From an optimization exercise on the open Yosys and OpenROAD flow, aimed at small area, a short achievable clock period and few clock cycles; shortcuts taken in it are not production practice.
Power figures rest on the tool's default switching activity, not on a simulated workload.

==> flow/design.v <==
module RegFile(clk, rst, src1, src2, src1_data, src2_data, wrt_en, dst, dst_data);
	input clk, rst;
	input [3:0] src1, src2, dst;
	input wrt_en;
	input [31:0] dst_data;
	output [31:0] src1_data, src2_data;
	wire [31:0] wdata = rst ? 32'b0 : dst_data;
	wire [31:0] q [0:15];
	genvar i;
	generate
		for (i = 0; i < 16; i = i + 1) begin : r
			reg [31:0] val;
			always @(posedge clk)
				if (rst | (wrt_en & (dst == i)))
					val <= wdata;
			assign q[i] = val;
		end
	endgenerate
	assign src1_data = q[src1];
	assign src2_data = q[src2];
endmodule
module PipelinedCPU(clk, reset, imem_addr, imem_data, dmem_addr, dmem_wdata, dmem_we, dmem_rdata);
	input  clk;
	input  reset;
	output [31:0] imem_addr;
	input  [31:0] imem_data;
	output [31:0] dmem_addr;
	output [31:0] dmem_wdata;
	output dmem_we;
	input  [31:0] dmem_rdata;
	parameter START_PC = 32'h40;
	wire [3:0]  f_cls = imem_data[31:28];
	wire [3:0]  f_op  = imem_data[27:24];
	wire [3:0]  f_a   = imem_data[23:20];
	wire [3:0]  f_b   = imem_data[19:16];
	wire [3:0]  f_c   = imem_data[15:12];
	wire [15:0] f_imm = imem_data[15:0];
	wire f_alur = (f_cls == 4'hC);
	wire f_alui = (f_cls == 4'h4);
	wire f_cmpr = (f_cls == 4'hD);
	wire f_cmpi = (f_cls == 4'h5);
	wire f_br   = (f_cls == 4'h2);
	wire f_jal  = (f_cls == 4'h6);
	wire f_lw   = (f_cls == 4'h7);
	wire f_sw   = (f_cls == 4'h3);
	wire f_mvhi = f_alui & (f_op == 4'hF);
	wire f_brz  = f_br & (f_op == 4'h2 | f_op == 4'hD | f_op == 4'h8 |
	                      f_op == 4'h1 | f_op == 4'hE | f_op == 4'hF);
	wire [3:0] idx1 = f_br ? f_a : f_b;
	wire [3:0] idx2 = f_br ? f_b : (f_sw ? f_a : f_c);
	wire [31:0] rf1, rf2;
	wire        x_we;
	wire [3:0]  x_dst;
	wire [31:0] x_res;
	RegFile regfile(clk, reset, idx1, idx2, rf1, rf2, x_we, x_dst, x_res);
	wire fwd1 = x_we & (x_dst == idx1);
	wire fwd2 = x_we & (x_dst == idx2);
	wire [31:0] f_simm = {{16{f_imm[15]}}, f_imm};
	wire [31:0] f_opa = fwd1 ? x_res : rf1;
	wire [31:0] f_opb = f_mvhi ? {f_imm, 16'b0} :
	                    (f_alui | f_cmpi) ? f_simm :
	                    f_brz ? 32'b0 :
	                    fwd2 ? x_res : rf2;
	reg [2:0] f_tt;
	always @(*) begin
		case (f_op)
			4'h0: f_tt = 3'b111;  
			4'h1: f_tt = 3'b011;  
			4'h2: f_tt = 3'b100;  
			4'h3: f_tt = 3'b000;  
			4'h5: f_tt = 3'b011;  
			4'h6: f_tt = 3'b100;  
			4'h8: f_tt = 3'b110;  
			4'h9: f_tt = 3'b010;  
			4'hA: f_tt = 3'b101;  
			4'hB: f_tt = 3'b001;  
			4'hC: f_tt = 3'b110;  
			4'hD: f_tt = 3'b010;  
			4'hE: f_tt = 3'b101;  
			default: f_tt = 3'b001;  
		endcase
	end
	wire f_isalu = f_alur | (f_alui & ~f_mvhi);
	wire f_radd  = f_isalu & (f_op == 4'h7);
	wire f_rsub  = f_isalu & (f_op == 4'h6);
	wire f_rlog  = f_isalu & ~(f_op == 4'h7) & ~(f_op == 4'h6);
	wire f_rcmp  = f_cmpr | f_cmpi;
	wire [17:0] f_immr = (f_lw | f_sw) ? {{2{f_imm[15]}}, f_imm} : {f_imm, 2'b00};
	reg  [31:0] opA, opB;
	reg  [31:0] pc4;       
	reg  [17:0] immr;
	reg  [3:0]  dst;
	reg         we, st, ld, br, jal;
	reg         radd, rsub, rlog, rcmp, rmvhi, rlink;
	reg  [2:0]  lop;       
	reg  [2:0]  tt;
	wire [31:0] next_pc;
	always @(posedge clk) begin
		opA  <= f_opa;
		opB  <= f_opb;
		immr <= f_immr;
		dst  <= f_a;
		lop  <= {f_op[3], f_op[1], f_op[0]};
		tt   <= f_tt;
		radd <= f_radd;
		rsub <= f_rsub;
		rlog <= f_rlog;
		rcmp <= f_rcmp;
		rmvhi <= f_mvhi;
		rlink <= f_jal;
		if (reset) begin
			pc4 <= START_PC;
			we  <= 1'b0;
			st  <= 1'b0;
			ld  <= 1'b0;
			br  <= 1'b0;
			jal <= 1'b0;
		end else begin
			pc4 <= next_pc + 32'd4;
			we  <= f_alur | f_alui | f_cmpr | f_cmpi | f_jal | f_lw;
			st  <= f_sw;
			ld  <= f_lw;
			br  <= f_br;
			jal <= f_jal;
		end
	end
	wire [31:0] simmr = {{14{immr[17]}}, immr};
	wire [31:0] addr  = opA + simmr;         
	wire [31:0] btgt  = pc4 + simmr;         
	wire [31:0] sum   = opA + opB;
	wire [31:0] diff  = opA - opB;
	wire        eq    = (opA == opB);
	wire        cond  = eq ? tt[2] : (diff[31] ? tt[1] : tt[0]);
	wire [31:0] lres0 = lop[1] ? (opA ^ opB) : lop[0] ? (opA | opB) : (opA & opB);
	wire [31:0] lres  = lres0 ^ {32{lop[2]}};
	assign x_res = ld    ? dmem_rdata :
	               rlink ? pc4 :
	               rmvhi ? opB :
	               radd  ? sum :
	               rsub  ? diff :
	               rlog  ? lres :
	               {31'b0, cond};
	assign x_we  = we;
	assign x_dst = dst;
	assign next_pc = (br & cond) ? btgt : jal ? addr : pc4;
	assign imem_addr  = next_pc;
	assign dmem_addr  = addr;
	assign dmem_wdata = opB;
	assign dmem_we    = st;
endmodule
Settings: LEC_CHECK=0, ABC_AREA=1, CAP_MARGIN=20, CORE_MARGIN=2, CORE_UTILIZATION=40, SETUP_SLACK_MARGIN=3.5, SLEW_MARGIN=20; clock period 8.0 ns.
run.sh (not shown) runs the stock make flow with config.mk's settings and CLKGATE_MAP_FILE= SYNTH_SCRIPT=/design/flow/synth_recipe.tcl, a recipe that flattens the netlist after the stock synthesis.
The starting point finished with timing, DRC and antenna clean.
Next try:
Settings changed: ABC_AREA 1 to default.
Result:
- worst setup slack got worse by 720 ps
- synthesized area came out lower by a few percent
- total power went down by a few percent
- cell count drops by about a fifth
- core utilization is lower by 0.32 points
- clock-buffer cell count shrinks by 7
- design area shrinks by a little under a tenth
No run of this note included a check of the RTL's function; only the layout flow was run.

[what the ideal ports hide]
In the flow no input, the clock included, has a driving cell. The finished layouts below were timed again as built, in two steps.
Step 1 sets driving cells, clkbuf_16 on the clock port and buf_2 on the other inputs (assumed; they add their load-dependent delay and slew).
Step 2 moves the port delays by t, midway between the first and last clock arrival at a register: inputs arrive t later, outputs are due t later. That takes back most of the time a late clock gives input paths.
Three values: ideal ports, drivers, drivers and shift; two values: the first two.
| run | t, ns | slack for setup (ns) | clock arrival spread, ns | pins driven straight from the clock port |
|---|---|---|---|---|
| the first run | 0.714 | 2.979 / 2.910 / 2.856 | 0.047 / 0.047 | 1 |
| the second run | 0.708 | 2.256 / 2.193 / 2.616 | 0.046 / 0.045 | 1 |
After both steps setup and hold are still met in every run listed. For the first run, which loses most, drivers alone change the setup slack by -0.069 ns; drivers and shift together by -0.123 ns.
